Source: an optimization exercise on an open RTL-to-GDS flow (aim: small area and a short achievable clock period). Production flows keep margins and buffers that such runs may drop.
The RTL was checked by simulation tests, not by an equivalence proof against the original design.
No activity file was given, so power comes from the tool's default toggle rates.

==> flow/design.v <==
module sm_register
(
    input             clk,
    input             rst,
    input      [31:0] d,
    output reg [31:0] q
);
    always @ (posedge clk or negedge rst)
        if(~rst)
            q <= 32'b0;
        else
            q <= d;
endmodule
module sm_cpu
(
    input           clk,         
    input           rst_n,       
    input   [ 4:0]  regAddr,     
    output  [31:0]  regData,     
    output  [31:0]  imAddr,      
    input   [31:0]  imData       
);
    wire        pcSrc;
    wire        regDst;
    wire        regWrite;
    wire        aluSrc;
    wire        aluZero;
    wire [ 2:0] aluControl;
    wire        sgnEx;
    wire [31:0] pc;
    wire [31:0] pcBranch;
    wire [31:0] pcNext  = pc + 1;
    wire [31:0] pc_new   = ~pcSrc ? pcNext : pcBranch;
    sm_register r_pc(clk ,rst_n, pc_new, pc);
    assign imAddr = pc;
    wire [31:0] instr = imData;
    wire [31:0] rd0;
    assign regData = (regAddr != 0) ? rd0 : pc;
    wire [ 4:0] a3  = regDst ? instr[15:11] : instr[20:16];
    wire [31:0] rd1;
    wire [31:0] rd2;
    wire [31:0] wd3;
    sm_register_file rf
    (
        .clk        ( clk          ),
        .a0         ( regAddr      ),
        .a1         ( instr[25:21] ),
        .a2         ( instr[20:16] ),
        .a3         ( a3           ),
        .rd0        ( rd0          ),
        .rd1        ( rd1          ),
        .rd2        ( rd2          ),
        .wd3        ( wd3          ),
        .we3        ( regWrite     )
    );
    wire [31:0] signImm = { {16 { instr[15] }}, instr[15:0] };
    assign pcBranch = pcNext + signImm;
    wire [31:0] srcB = aluSrc ? ( sgnEx ? signImm : {{ {16'b0 }}, instr[15:0] }): rd2;
    sm_alu alu
    (
        .srcA       ( rd1          ),
        .srcB       ( srcB         ),
        .oper       ( aluControl   ),
        .shift      ( instr[10:6 ] ),
        .zero       ( aluZero      ),
        .result     ( wd3          ) 
    );
    sm_control sm_control
    (
        .cmdOper    ( instr[31:26] ),
        .cmdFunk    ( instr[ 5:0 ] ),
        .aluZero    ( aluZero      ),
        .pcSrc      ( pcSrc        ), 
        .regDst     ( regDst       ), 
        .regWrite   ( regWrite     ), 
        .aluSrc     ( aluSrc       ),
        .aluControl ( aluControl   ),
        .sgnEx      ( sgnEx        )
    );
endmodule
module sm_control
(
    input      [5:0] cmdOper,
    input      [5:0] cmdFunk,
    input            aluZero,
    output           pcSrc,
    output reg       sgnEx, 
    output reg       regDst, 
    output reg       regWrite, 
    output reg       aluSrc,
    output reg [2:0] aluControl
);
    reg          branch;
    reg          condZero;
    assign pcSrc = branch & (aluZero == condZero);
    always @ (*) begin
        branch      = 1'b0;
        condZero    = 1'b0;
        regDst      = 1'b0;
        regWrite    = 1'b0;
        aluSrc      = 1'b0;
        aluControl  = 3'b000;
        sgnEx       = 1'b0;
        casez( {cmdOper,cmdFunk} )
            default               : ;
            { 6'b000000,  6'b100001 } : begin regDst = 1'b1; regWrite = 1'b1; aluControl = 3'b000;  end
            { 6'b000000,  6'b100101   } : begin regDst = 1'b1; regWrite = 1'b1; aluControl = 3'b001;   end
            { 6'b000000,  6'b000010  } : begin regDst = 1'b1; regWrite = 1'b1; aluControl = 3'b011;  end
            { 6'b000000,  6'b101011 } : begin regDst = 1'b1; regWrite = 1'b1; aluControl = 3'b100; end
            { 6'b000000,  6'b100011 } : begin regDst = 1'b1; regWrite = 1'b1; aluControl = 3'b101; end
            { 6'b001001, 6'b??????  } : begin regWrite = 1'b1; aluSrc = 1'b1; aluControl = 3'b000;  end
            { 6'b001111,   6'b??????  } : begin regWrite = 1'b1; aluSrc = 1'b1; aluControl = 3'b010;  end
            { 6'b000100,   6'b??????  } : begin branch = 1'b1; condZero = 1'b1; aluControl = 3'b101; end
            { 6'b000101,   6'b??????  } : begin branch = 1'b1; aluControl = 3'b101; end
            { 6'b001101,   6'b??????  } : begin regWrite = 1'b1; aluSrc = 1'b1; aluControl = 3'b001; end
            { 6'b001000, 6'b??????   } : begin sgnEx = 1'b1; regWrite = 1'b1; aluSrc = 1'b1; aluControl = 3'b000; end 
        endcase
    end
endmodule
module sm_alu
(
    input  [31:0] srcA,
    input  [31:0] srcB,
    input  [ 2:0] oper,
    input  [ 4:0] shift,
    output        zero,
    output reg [31:0] result
);
    always @ (*) begin
        case (oper)
            default   : result = srcA + srcB;
            3'b000  : result = srcA + srcB;
            3'b001   : result = srcA | srcB;
            3'b010  : result = (srcB << 16);
            3'b011  : result = srcB >> shift;
            3'b100 : result = (srcA < srcB) ? 1 : 0;
            3'b101 : result = srcA - srcB;
        endcase
    end
    assign zero   = (result == 0);
endmodule
module sm_register_file
(
    input         clk,
    input  [ 4:0] a0,
    input  [ 4:0] a1,
    input  [ 4:0] a2,
    input  [ 4:0] a3,
    output [31:0] rd0,
    output [31:0] rd1,
    output [31:0] rd2,
    input  [31:0] wd3,
    input         we3
);
    reg [31:0] rf [31:0];
    assign rd0 = (a0 != 0) ? rf [a0] : 32'b0;
    assign rd1 = (a1 != 0) ? rf [a1] : 32'b0;
    assign rd2 = (a2 != 0) ? rf [a2] : 32'b0;
    always @ (posedge clk)
        if(we3) rf [a3] <= wd3;
endmodule
==> flow/run.sh <==
#!/bin/bash
# synth_recipe.tcl (not shown) runs the flow's synth.tcl, then flattens the netlist and writes it again
# the make line also repeats each setting of config.mk as NAME=value (left out here)
make -C /OpenROAD-flow-scripts/flow DESIGN_CONFIG=/design/flow/config.mk WORK_HOME=/design/flow/orfs CLKGATE_MAP_FILE= SYNTH_SCRIPT=/design/flow/synth_recipe.tcl finish
==> flow/config.mk <==
export PLATFORM = sky130hd
export DESIGN_NAME = sm_cpu
export DESIGN_NICKNAME = sm_cpu
export VERILOG_FILES = /design/flow/design.v
export SDC_FILE = /design/flow/constraint.sdc
export NUM_CORES = 4
export LEC_CHECK = 0
export CAP_MARGIN = 20
export CORE_MARGIN = 2
export CORE_UTILIZATION = 40
export SLEW_MARGIN = 20
==> flow/constraint.sdc <==
create_clock -name core_clock -period 10.0 [get_ports {clk}]
set_input_delay 2.0000 -clock core_clock [delete_from_list [all_inputs] [get_ports {clk}]]
set_output_delay 2.0000 -clock core_clock [all_outputs]
set_load 0.01 [all_outputs]
==> summary.txt <==
Yosys cell counts (all sizes together), types with 25 or more instances:
cell	instances
mux2	34
xor2	33
nor3	75
nand2b	55
clkbuf	179
a211oi	29
and2	25
nand3	60
a21oi	140
edfxtp	1024
o21ai	112
inv	123
o22ai	60
nand4	31
buf	160
ha	127
nor2	209
nand2	201
a22oi	43
dfrtp	32
o211ai	26
xnor2	33
mux2i	198
mux4	828
o221ai	29
a21o	56
per-stage QoR:
stage | cells | utilization (%) | hold slack (ps) | cell area (um^2)
after floorplan | 4325 | - | 567 | 66300
after global placement | 6525 | 43.0 | 581 | 70900
after detailed placement | 6527 | 43.1 | 588 | 71000
after CTS | 6730 | 45.3 | 610 | 74700
after global routing | 6732 | 45.4 | 667 | 74800
final | 6735 | 45.4 | 606 | 74800
worst register-to-register path: cells and delay by family, from the launching register on:
family / cells / cell delay [ps]
compound gates: 11 / 3490
xor+xnor: 1 / 120
fa+ha+maj: 1 / 350
buf+inv: 3 / 630
flops: 1 / 420
mux: 2 / 830
simple gates: 6 / 1880
final timing paths:
| check | start | end | slack [ps] |
|---|---|---|---|
| min in group asynchronous | rst_n | r_pc.q[0] | 1640 |
| max in group asynchronous | rst_n | r_pc.q[28] | 8050 |
| max reg2reg | rf.rf[20][6] | r_pc.q[17] | 2180 |
| min | r_pc.q[0] | r_pc.q[0] | 610 |
| max | imData[19] | r_pc.q[17] | 710 |
| min reg2reg | r_pc.q[0] | r_pc.q[0] | 610 |
layout make-up:
type / instances / area (um^2)
Clock inverter: 72 / 896
Fill cell: 14400 / 90000
Multi-Input combinational cell: 2806 / 33000
Tap cell: 2189 / 2740
Sequential cell: 1056 / 31600
Inverter: 124 / 465
Antenna cell: 3 / 7.51
Clock buffer: 131 / 2850
Timing Repair Buffer: 354 / 3230
registers in the layout, summed over array words and instances (netlist names):
signal	flops
rf.rf	1024
r_pc.q	32
kinds of logic (layout without fill, tap and decap cells):
logic type	after synthesis	after routing
compound gates	752	752
xor+xnor	66	66
fa+ha+maj	130	130
buf+inv	463	681
flops	1056	1056
mux	1060	1060
other cells	0	3
simple gates	798	798
per-layer routing:
metal	vias up	share of wire (%)	track usage (%)
met5	-	0.048	0
met4	20	5.2	14.0
met3	697	13	9.24
met2	3779	45	46.6
met1	24900	37	41.2
li1	18500	-	-
where the power goes:
part	internal [mW]	leakage, nW	switching, mW	total [mW]
Combinational	1.25	13.3	2.22	3.47
Sequential	5.43	9.58	0.0971	5.53
Clock	2.53	1.83	1.81	4.34
Total	9.21	24.8	4.13	13.3
==> results.yml <==
floorplan:
  io_pins: 103
  num_rows: 149
  die-area_mm2: 0.169
  initial_utilization_pct: 40.3
  die_x_um: 411
  dieHeight_um: 411
  core_region_area_mm2: 0.165
grt:
  grt_pass1_vias: 46200
  grt_start_max_net_pins: 77
  grt.total_usage_pct: 30.9
  initial_antenna_violation_count: 18
  grt_pass1_wl_um: 366000
  grt.overflow.total: 0
placement:
  place.gp.congestion: 1.09
  hpwl_um: 172000
  pre_cts_slack_ps: 296
  buffer_ports.inserted: 102
synth:
  synth_unique_cells: 100
  synth.cell_area_mm2: 0.0663
  yosysSeqAreaShare_pct: 47.6
  synth_enable_flop_cells: 1024
  synthArstFlopShare_pct: 3.03
  synthCells: 4325
  synth-adder-area-share_pct: 2.49
  post_synth_mux_area_share_pct: 31.7
  syn-mean-instance-area_um2: 15.3
  synth_top_flop_cell: "sky130_fd_sc_hd__edfxtp_1"
  ys_ff_latch: 1056
  compound_gate_fraction_of_synth_area_pct: 8.28
  synthXorXnorAreaFrac_pct: 0.871
  synth_top_area_share_pct: 46.4
  synth_simple_gate_area_share_pct: 5.91
  postSynthNetCount: 4494
  synth_warnings: 4
  synth_top_cell_by_area: "sky130_fd_sc_hd__edfxtp_1"
  combinational_family_with_the_most_area_after_synthesis: "multiplexers"
  synth.top_cells.by_area: "sky130_fd_sc_hd__edfxtp_1, sky130_fd_sc_hd__mux4_2, sky130_fd_sc_hd__mux2i_1"
worst_setup_path:
  cp_max_fo: 26
  worst-path-buf-inv: 7
  worst_ep_arrival_time_ps: 9920
  timing.critical_path.to_type: "flop"
  crit_required_ps: 10640
  worst_path_most_repeated_cell: "sky130_fd_sc_hd__buf_4"
  critical_path_depth: 27
  reg2reg_depth: 24
  timing.critical_path.from_type: "primary input"
  worst-setup-path-type: "primary input to flop"
  cp_slowest_stage_delay_ps: 800
  cp_slowest_cell: "sky130_fd_sc_hd__a2111oi_1"
  critical_path.top_delay_family: "compound AO/OA/AOI/OAI gates"
timing:
  worst-slew-pin-transition_ps: 1280
  relSlewSlack_pct: 14.5
  period_needed_ps: 9290
  worst_clock_skew_ps: 40.4
  final_min_period_over_clock_period_pct: 92.9
  finalWorstSetupSlack_ps: 712
  fmax_mhz: 108
  grt_setup_unrepaired: "no"
  final_hold_viol_count: 0
  final.setup.tns_ps: 0
  finalMaxSlewViolations: 0
  setup_viol: 0
pwr:
  p_leak_nw: 24.8
  power_density_mw_per_mm2: 178
  vdd_drop_max_v: 0.000145
  p_total_mw: 13.3
clock_network:
  postCtsHoldBufs: 0
  clock_path_buffers: 3
  ctsRootBufferMaster: "sky130_fd_sc_hd__clkbuf_16"
  clk_latency_ps: 770
  cts-buffers-inserted: 110
  clk_pin_slew_ps: 60
  cts_setup_buffers: 0
  number_of_resized_instances_in_the_post_cts_repair_step: 0
  clock_sinks: 1056
  h_tree_depth_reported_by_cts: 3
  cts_tree: "done"
detailed_routing:
  ant_nets: 0
  via_count: 47900
  totalWireLength_um: 264000
  detail_route.first_pass.iterations: 6
  vias_per_cell: 7.11
  remaining_drc_errors: 0
  average_detailed_routed_wire_length_per_instance_um: 39.2
  detailedRoute.firstIterationViolations: 7464
final_layout:
  design.final.nets: 4621
  commonest_cells_after_routing_fill_and_taps_aside: "sky130_fd_sc_hd__edfxtp_1, sky130_fd_sc_hd__mux4_2, sky130_fd_sc_hd__buf_4, sky130_fd_sc_hd__nand2_1, sky130_fd_sc_hd__mux2i_1"
  final_layout_size_suffix_gt1_share_pct: 31.3
  layout.cells.most_common: "sky130_fd_sc_hd__edfxtp_1"
  area_growth_pct: 12.7
run:
  cap_violations: 0
outcome:
  outcome: "no timing/DRC/antenna violations"
hold_path:
  hp-class: "flop to flop"
  worstHoldPathCells: 1

## what the ideal ports hide
In the flow no input, the clock included, has a driving cell. The finished layout below was timed again as built, in two steps. Step 1 sets driving cells, clkbuf_16 on the clock port and buf_2 on the other inputs (assumed; they add their load-dependent delay and slew). Step 2 adds t to the input delays and takes it off the output delays; t is the mean of the earliest and latest rising clock arrival at the registers after step 1. Input paths then give back, and output paths get back, about the clock's delay inside the block. Slacks: no drivers / after step 1 / after step 2; pairs: no drivers / after step 1.
shift t [ns]: 0.838
setup slack, ns: 0.712 / 0.712 / -0.126
hold WS [ns]: 0.606 / 0.606 / 0.606
latest minus earliest clock arrival (ns): 0.040 / 0.040
pins driven straight from the clock port: 1
Met with ideal ports but missed after step 2: setup timing in this run. For this run, drivers alone change the setup slack by 0.000 ns; drivers and shift together by -0.838 ns.
